Context: an optimization exercise on an open-source flow, tuned for small area. The choices shown serve that exercise and are no tape-out recipe.
At most, simulation tests tie the RTL to the original design; equivalence was not proved.
Power is estimated from default activity; no workload was simulated.

==> tundra: inputs <==
// dblcordicpll
module	dblcordicpll (
		input	wire			i_clk,
		input	wire			i_reset,
		input	wire			i_ld,
		input	wire	[31:0]		i_step,
		input	wire			i_ce,
		input	wire	signed	[15:0]	i_input,
		input	wire	[4:0]		i_lgcoeff,
		output	wire	[15:0]		o_err
	);
make LEC_CHECK=0 ABC_AREA=1 CAP_MARGIN=20 CORE_MARGIN=2 CORE_UTILIZATION=40 SLEW_MARGIN=20 finish   # period 10.0 ns
run.sh (not shown) runs the stock make flow with config.mk's settings and CLKGATE_MAP_FILE= SYNTH_SCRIPT=/design/flow/synth_recipe.tcl, a recipe that flattens the netlist after the stock synthesis.
==> juniper (differences from tundra) <==
--- a/flow/design.v
+++ b/flow/design.v
@@ -36,15 +36,15 @@
 		| ({(30){o_cnt == 5'd11}} & 30'h517cc)
 		| ({(30){o_cnt == 5'd12}} & 30'h28be6)
 		| ({(30){o_cnt == 5'd13}} & 30'h145f3)
 		| ({(30){o_cnt == 5'd14}} & 30'ha2f9)
 		| ({(30){o_cnt == 5'd15}} & 30'h517c)
 		| ({(30){o_cnt == 5'd16}} & 30'h28be)
 		| ({(30){o_cnt == 5'd17}} & 30'h145f);
-	assign	xs = o_xv >>> o_cnt;
+	assign	xs = (o_cnt == 18) ? 19'sh0 : (o_xv >>> o_cnt);
 	assign	ys = o_yv >>> o_cnt;
 	assign	dir = ph[29];
 	add_csel #(19, 10) ax(o_xv, ys ^ {(19){!dir}}, !dir, xn);
 	add_csel #(19, 10) ay(o_yv, xs ^ {(19){ dir}},  dir, yn);
 	add_bk #(30, 5) ap(ph, cangle ^ {(30){!dir}}, !dir, phn);
 	always @(posedge i_clk)
 	if (load)
@@ -157,22 +157,24 @@
 module	seqpolar (
 		input	wire			i_clk, i_reset, i_stb,
 		input	wire	signed	[15:0]	i_xval, i_yval,
 		output	reg			o_done,
 		output	reg		[31:0]	o_phase
 	);
 	reg		[22:0]	xv;
-	reg	signed	[23:0]	yv;
+	reg		[27:0]	yh;
 	reg		[31:0]	ph;
 	wire		[31:0]	cangle;
 	reg			idle, dir0, phc;
 	reg		[4:0]	state;
 	wire			pre_valid, last_state, below, nx, pm, cl, ch;
 	wire		[16:0]	ax, ay;
-	wire	signed	[23:0]	ys, xs, yn;
+	wire		[27:0]	ys, yr, xm;
+	wire		[22:0]	tmask;
+	genvar			k;
 	wire		[22:0]	xn;
 	wire		[15:0]	pl, phh;
 	assign	pre_valid  = !idle && (state == 0);
 	assign	last_state = (state >= 30);
 	assign	nx = i_xval[15];
 	cneg #(17) negx({ i_xval[15], i_xval }, nx, ax);
 	cneg #(17) negy({ i_yval[15], i_yval }, nx, ay);
@@ -219,33 +221,37 @@
 		| ({(32){state == 5'd23}} & 32'h51)
 		| ({(32){state == 5'd24}} & 32'h28)
 		| ({(32){state == 5'd25}} & 32'h14)
 		| ({(32){state == 5'd26}} & 32'ha)
 		| ({(32){state == 5'd27}} & 32'h5)
 		| ({(32){state == 5'd28}} & 32'h2)
 		| ({(32){state == 5'd29}} & 32'h1);
-	assign	below = pre_valid ? dir0 : yv[23];
-	assign	xs = { 1'b0, xv } >> state;
-	assign	ys = yv >>> state;
+	assign	below = pre_valid ? dir0 : yh[27];
+	assign	ys = $signed(yh) >>> { state, 1'b0 };
+	generate for(k=0; k<23; k=k+1)
+	begin : TMASK
+		assign	tmask[k] = (state <= k);
+	end endgenerate
+	assign	xm = { 5'h0, xv & tmask };
 	add_csel #(23, 12) axv(xv, ys[22:0] ^ {(23){ below}},  below, xn);
-	add_csel #(24, 12) ayv(yv, xs ^ {(24){!below}}, !below, yn);
+	add_csel #(28, 14) ayv(yh, xm ^ {(28){!below}}, !below, yr);
 	assign	pm = below && !last_state;
 	add_rip #(16) apl(ph[15:0],  cangle[15:0]  ^ {(16){pm}}, pm,  pl, cl);
 	add_rip #(16) aph(ph[31:16], cangle[31:16] ^ {(16){pm}}, phc, phh, ch);
 	always @(posedge i_clk)
 	if ((i_stb)&&(idle))
 	begin
 		xv   <= { ax, 6'h0 };
-		yv   <= { ay[16], ay, 6'h0 };
+		yh   <= { {(5){ay[16]}}, ay, 6'h0 };
 		ph   <= { nx, 31'h0 };
 		phc  <= 1'b0;
 		dir0 <= i_xval[15] ^ i_yval[15];
 	end else begin
 		xv  <= xn;
-		yv  <= yn;
+		yh  <= { yr[27], yr[25:0], 1'b0 };
 		ph  <= { phh, pl };
 		phc <= cl;
 	end
 	always @(posedge i_clk)
 	if (i_reset)
 		o_done <= 1'b0;
 	else
@@ -274,49 +280,51 @@
 	reg	[15:0]		fil_sin, fil_cos, tripl_sin, tripl_cos;
 	reg	[2:0]		shift_ce;
 	wire			pd_done;
 	wire	[31:0]		pd_phase;
 	seqcordic
 	phasemultiply(i_clk, i_reset, i_ce, i_input, ~r_phase,
 			pm_done, pm_cnt, pm_xv, pm_yv);
-	wire	[15:0]	ts, tc;
-	tripler	tsin(pm_yv, fil_sin, ts);
-	tripler	tcos(pm_xv, fil_cos, tc);
+	wire		tsel = (pm_cnt == 19);
+	wire	[15:0]	tr;
+	tripler	trip(tsel ? pm_yv : pm_xv, tsel ? fil_sin : fil_cos, tr);
 	always @(posedge i_clk)
 	if (pm_cnt == 18)
-	begin
-		tripl_sin <= ts;
-		tripl_cos <= tc;
-	end
+		tripl_cos <= tr;
+	always @(posedge i_clk)
+	if (tsel)
+		tripl_sin <= tr;
 	always @(posedge i_clk)
 	if (i_reset)
 		shift_ce <= 0;
 	else
 		shift_ce <= { shift_ce[1:0], pm_done };
-	wire		lsat = (i_lgcoeff == 0) || i_lgcoeff[4];
-	wire	[16:0]	dsin = { tripl_sin, 1'b0 }, dcos = { tripl_cos, 1'b0 };
-	wire	[16:0]	hsin = $signed(dsin) >>> i_lgcoeff[3:0];
-	wire	[16:0]	hcos = $signed(dcos) >>> i_lgcoeff[3:0];
-	wire	[15:0]	usin = lsat ? {(16){tripl_sin[15]}} : hsin[15:0];
-	wire	[15:0]	ucos = lsat ? {(16){tripl_cos[15]}} : hcos[15:0];
-	wire	[15:0]	nfsin, nfcos;
-	add_csel #(16, 8) afs(fil_sin, usin, 1'b0, nfsin);
-	add_csel #(16, 8) afc(fil_cos, ucos, 1'b0, nfcos);
+	reg	[4:0]	lg_d;
+	always @(posedge i_clk)
+		lg_d <= i_lgcoeff;
+	wire	[4:0]	lgf = shift_ce[1] ? i_lgcoeff : lg_d;
+	wire	[15:0]	tsrc = shift_ce[1] ? tripl_cos : tripl_sin;
+	wire	[15:0]	fsrc = shift_ce[1] ? fil_cos : fil_sin;
+	wire		lsat = (lgf == 0) || lgf[4];
+	wire	[16:0]	hsrc = $signed({ tsrc, 1'b0 }) >>> lgf[3:0];
+	wire	[15:0]	usrc = lsat ? {(16){tsrc[15]}} : hsrc[15:0];
+	wire	[15:0]	nfil;
+	add_csel #(16, 8) afil(fsrc, usrc, 1'b0, nfil);
 	always @(posedge i_clk)
 	if (i_reset)
-	begin
-		fil_sin <= 0;
 		fil_cos <= 0;
-	end else if (shift_ce[1])
-	begin
-		fil_sin <= nfsin;
-		fil_cos <= nfcos;
-	end
+	else if (shift_ce[1])
+		fil_cos <= nfil;
+	always @(posedge i_clk)
+	if (i_reset)
+		fil_sin <= 0;
+	else if (shift_ce[2])
+		fil_sin <= nfil;
 	seqpolar
-	phasedet(i_clk, i_reset, shift_ce[2], fil_cos, fil_sin,
+	phasedet(i_clk, i_reset, shift_ce[2], fil_cos, nfil,
 			pd_done, pd_phase);
 	wire	[5:0]	log_beta = { i_lgcoeff, 1'b0 } + 6'd2;
 	reg	[5:0]	sj;
 	reg	[4:0]	scnt;
 	reg		sact, sb;
 	wire	[5:0]	sidx = sact ? sj : log_beta;
 	wire		sf = sidx[5] ? pd_phase[31] : pd_phase[sidx[4:0]];
@@ -346,15 +354,15 @@
 	wire	signed	[31:0]	phase_correction;
 	wire	[31:0]		npc, csa_s, pnew;
 	wire	[32:0]		csa_c;
 	assign	phase_correction = $signed(pd_phase) >>> i_lgcoeff;
 	assign	npc   = ~phase_correction;
 	assign	csa_s = r_phase ^ r_step ^ npc;
 	assign	csa_c = { (r_phase & r_step) | (r_phase & npc) | (r_step & npc), 1'b1 };
-	assign	pnew = csa_s + csa_c[31:0];
+	add_bk #(32, 5) aph(csa_s, csa_c[31:0], 1'b0, pnew);
 	always @(posedge i_clk)
 	if (i_reset)
 		r_phase <= 0;
 	else if (pd_done)
 		r_phase <= pnew;
 	assign	o_err = pd_phase[31:16];
 endmodule
==> violet (differences from tundra) <==
--- a/flow/design.v
+++ b/flow/design.v
@@ -36,15 +36,15 @@
 		| ({(30){o_cnt == 5'd11}} & 30'h517cc)
 		| ({(30){o_cnt == 5'd12}} & 30'h28be6)
 		| ({(30){o_cnt == 5'd13}} & 30'h145f3)
 		| ({(30){o_cnt == 5'd14}} & 30'ha2f9)
 		| ({(30){o_cnt == 5'd15}} & 30'h517c)
 		| ({(30){o_cnt == 5'd16}} & 30'h28be)
 		| ({(30){o_cnt == 5'd17}} & 30'h145f);
-	assign	xs = o_xv >>> o_cnt;
+	assign	xs = (o_cnt == 18) ? 19'sh0 : (o_xv >>> o_cnt);
 	assign	ys = o_yv >>> o_cnt;
 	assign	dir = ph[29];
 	add_csel #(19, 10) ax(o_xv, ys ^ {(19){!dir}}, !dir, xn);
 	add_csel #(19, 10) ay(o_yv, xs ^ {(19){ dir}},  dir, yn);
 	add_bk #(30, 5) ap(ph, cangle ^ {(30){!dir}}, !dir, phn);
 	always @(posedge i_clk)
 	if (load)
@@ -157,22 +157,24 @@
 module	seqpolar (
 		input	wire			i_clk, i_reset, i_stb,
 		input	wire	signed	[15:0]	i_xval, i_yval,
 		output	reg			o_done,
 		output	reg		[31:0]	o_phase
 	);
 	reg		[22:0]	xv;
-	reg	signed	[23:0]	yv;
+	reg		[27:0]	yh;
 	reg		[31:0]	ph;
 	wire		[31:0]	cangle;
 	reg			idle, dir0, phc;
 	reg		[4:0]	state;
 	wire			pre_valid, last_state, below, nx, pm, cl, ch;
 	wire		[16:0]	ax, ay;
-	wire	signed	[23:0]	ys, xs, yn;
+	wire		[27:0]	ys, yr, xm;
+	wire		[22:0]	tmask;
+	genvar			k;
 	wire		[22:0]	xn;
 	wire		[15:0]	pl, phh;
 	assign	pre_valid  = !idle && (state == 0);
 	assign	last_state = (state >= 30);
 	assign	nx = i_xval[15];
 	cneg #(17) negx({ i_xval[15], i_xval }, nx, ax);
 	cneg #(17) negy({ i_yval[15], i_yval }, nx, ay);
@@ -219,33 +221,37 @@
 		| ({(32){state == 5'd23}} & 32'h51)
 		| ({(32){state == 5'd24}} & 32'h28)
 		| ({(32){state == 5'd25}} & 32'h14)
 		| ({(32){state == 5'd26}} & 32'ha)
 		| ({(32){state == 5'd27}} & 32'h5)
 		| ({(32){state == 5'd28}} & 32'h2)
 		| ({(32){state == 5'd29}} & 32'h1);
-	assign	below = pre_valid ? dir0 : yv[23];
-	assign	xs = { 1'b0, xv } >> state;
-	assign	ys = yv >>> state;
+	assign	below = pre_valid ? dir0 : yh[27];
+	assign	ys = $signed(yh) >>> { state, 1'b0 };
+	generate for(k=0; k<23; k=k+1)
+	begin : TMASK
+		assign	tmask[k] = (state <= k);
+	end endgenerate
+	assign	xm = { 5'h0, xv & tmask };
 	add_csel #(23, 12) axv(xv, ys[22:0] ^ {(23){ below}},  below, xn);
-	add_csel #(24, 12) ayv(yv, xs ^ {(24){!below}}, !below, yn);
+	add_csel #(28, 14) ayv(yh, xm ^ {(28){!below}}, !below, yr);
 	assign	pm = below && !last_state;
 	add_rip #(16) apl(ph[15:0],  cangle[15:0]  ^ {(16){pm}}, pm,  pl, cl);
 	add_rip #(16) aph(ph[31:16], cangle[31:16] ^ {(16){pm}}, phc, phh, ch);
 	always @(posedge i_clk)
 	if ((i_stb)&&(idle))
 	begin
 		xv   <= { ax, 6'h0 };
-		yv   <= { ay[16], ay, 6'h0 };
+		yh   <= { {(5){ay[16]}}, ay, 6'h0 };
 		ph   <= { nx, 31'h0 };
 		phc  <= 1'b0;
 		dir0 <= i_xval[15] ^ i_yval[15];
 	end else begin
 		xv  <= xn;
-		yv  <= yn;
+		yh  <= { yr[27], yr[25:0], 1'b0 };
 		ph  <= { phh, pl };
 		phc <= cl;
 	end
 	always @(posedge i_clk)
 	if (i_reset)
 		o_done <= 1'b0;
 	else
@@ -274,49 +280,51 @@
 	reg	[15:0]		fil_sin, fil_cos, tripl_sin, tripl_cos;
 	reg	[2:0]		shift_ce;
 	wire			pd_done;
 	wire	[31:0]		pd_phase;
 	seqcordic
 	phasemultiply(i_clk, i_reset, i_ce, i_input, ~r_phase,
 			pm_done, pm_cnt, pm_xv, pm_yv);
-	wire	[15:0]	ts, tc;
-	tripler	tsin(pm_yv, fil_sin, ts);
-	tripler	tcos(pm_xv, fil_cos, tc);
+	wire		tsel = (pm_cnt == 19);
+	wire	[15:0]	tr;
+	tripler	trip(tsel ? pm_yv : pm_xv, tsel ? fil_sin : fil_cos, tr);
 	always @(posedge i_clk)
 	if (pm_cnt == 18)
-	begin
-		tripl_sin <= ts;
-		tripl_cos <= tc;
-	end
+		tripl_cos <= tr;
+	always @(posedge i_clk)
+	if (tsel)
+		tripl_sin <= tr;
 	always @(posedge i_clk)
 	if (i_reset)
 		shift_ce <= 0;
 	else
 		shift_ce <= { shift_ce[1:0], pm_done };
-	wire		lsat = (i_lgcoeff == 0) || i_lgcoeff[4];
-	wire	[16:0]	dsin = { tripl_sin, 1'b0 }, dcos = { tripl_cos, 1'b0 };
-	wire	[16:0]	hsin = $signed(dsin) >>> i_lgcoeff[3:0];
-	wire	[16:0]	hcos = $signed(dcos) >>> i_lgcoeff[3:0];
-	wire	[15:0]	usin = lsat ? {(16){tripl_sin[15]}} : hsin[15:0];
-	wire	[15:0]	ucos = lsat ? {(16){tripl_cos[15]}} : hcos[15:0];
-	wire	[15:0]	nfsin, nfcos;
-	add_csel #(16, 8) afs(fil_sin, usin, 1'b0, nfsin);
-	add_csel #(16, 8) afc(fil_cos, ucos, 1'b0, nfcos);
+	reg	[4:0]	lg_d;
+	always @(posedge i_clk)
+		lg_d <= i_lgcoeff;
+	wire	[4:0]	lgf = shift_ce[1] ? i_lgcoeff : lg_d;
+	wire	[15:0]	tsrc = shift_ce[1] ? tripl_cos : tripl_sin;
+	wire	[15:0]	fsrc = shift_ce[1] ? fil_cos : fil_sin;
+	wire		lsat = (lgf == 0) || lgf[4];
+	wire	[16:0]	hsrc = $signed({ tsrc, 1'b0 }) >>> lgf[3:0];
+	wire	[15:0]	usrc = lsat ? {(16){tsrc[15]}} : hsrc[15:0];
+	wire	[15:0]	nfil;
+	add_csel #(16, 8) afil(fsrc, usrc, 1'b0, nfil);
 	always @(posedge i_clk)
 	if (i_reset)
-	begin
-		fil_sin <= 0;
 		fil_cos <= 0;
-	end else if (shift_ce[1])
-	begin
-		fil_sin <= nfsin;
-		fil_cos <= nfcos;
-	end
+	else if (shift_ce[1])
+		fil_cos <= nfil;
+	always @(posedge i_clk)
+	if (i_reset)
+		fil_sin <= 0;
+	else if (shift_ce[2])
+		fil_sin <= nfil;
 	seqpolar
-	phasedet(i_clk, i_reset, shift_ce[2], fil_cos, fil_sin,
+	phasedet(i_clk, i_reset, shift_ce[2], fil_cos, nfil,
 			pd_done, pd_phase);
 	wire	[5:0]	log_beta = { i_lgcoeff, 1'b0 } + 6'd2;
 	reg	[5:0]	sj;
 	reg	[4:0]	scnt;
 	reg		sact, sb;
 	wire	[5:0]	sidx = sact ? sj : log_beta;
 	wire		sf = sidx[5] ? pd_phase[31] : pd_phase[sidx[4:0]];
@@ -346,15 +354,15 @@
 	wire	signed	[31:0]	phase_correction;
 	wire	[31:0]		npc, csa_s, pnew;
 	wire	[32:0]		csa_c;
 	assign	phase_correction = $signed(pd_phase) >>> i_lgcoeff;
 	assign	npc   = ~phase_correction;
 	assign	csa_s = r_phase ^ r_step ^ npc;
 	assign	csa_c = { (r_phase & r_step) | (r_phase & npc) | (r_step & npc), 1'b1 };
-	assign	pnew = csa_s + csa_c[31:0];
+	add_bk #(32, 5) aph(csa_s, csa_c[31:0], 1'b0, pnew);
 	always @(posedge i_clk)
 	if (i_reset)
 		r_phase <= 0;
 	else if (pd_done)
 		r_phase <= pnew;
 	assign	o_err = pd_phase[31:16];
 endmodule
CORE_UTILIZATION = 65   (was 40)
==> qor summary <==
| item | tundra | violet | juniper |
|---|---|---|---|
| Run status | complete, no violations | complete, no violations | complete, no violations |
| Clk cell area share | 4.34% | 4.43% | 4.59% |
| Source-to-sink clock delay at the later pin of the worst-skew pair | 0.59 ns | 0.58 ns | 0.59 ns |
| Post-synthesis share of cell area spent on xor and xnor gates | 7.50% | 7.85% | 7.85% |
| Total power draw | 0.00940 W | 0.00955 W | 0.00932 W |
| Signed area change from the synthesized netlist to the final layout | 9.44% | 8.31% | 10.2% |
| Arrival time of data at the critical path endpoint | 9.76 ns | 9.91 ns | 9.66 ns |
| Fraction of power consumed by sequential logic | 22.7% | 22.4% | 23.0% |
| Height of the chip | 281 um | 214 um | 272 um |
| Slew at the pin closest to its max-slew limit | 1.02 ns | 0.905 ns | 0.839 ns |
| Slowest CP cell | sky130_fd_sc_hd__fa_1 | sky130_fd_sc_hd__fa_1 | sky130_fd_sc_hd__clkdlybuf4s50_1 |
| Clock network fraction of total power | 17.4% | 16.4% | 17.3% |
| Non-clk buf share | 3.47% | 3.75% | 3.72% |
No functional check of the RTL was part of juniper and violet.

==> separate check: timing with driven ports <==
The flow's constraints put no driver on any port. The routed layouts listed below were extracted and timed again, unchanged, in two steps. Step 1 assumes that a clkbuf_16 drives the clock port and a buf_2 every other input. Step 2 times the ports against the registers' clock, not the clock port: input delays grow and output delays shrink by t, the midpoint of the rising clock arrivals with the driver on. Three values: no drivers, after step 1, after step 2; two values: the first two.
run	shift t [ns]	setup slack, ns	hold slack, ns	worst data-port slew with drivers (ns)
tundra	0.637	0.674 / 0.674 / 0.674	0.405 / 0.405 / 0.405	0.07
juniper	0.639	0.793 / 0.823 / 0.195	0.402 / 0.402 / 0.402	0.08
violet	0.634	0.541 / 0.541 / -0.028	0.399 / 0.399 / 0.399	0.07
With both steps, setup timing fails in violet, where it was met with ideal ports. The setup slack of juniper, which loses most, moves by +0.030 ns with the drivers and by -0.598 ns with both steps.
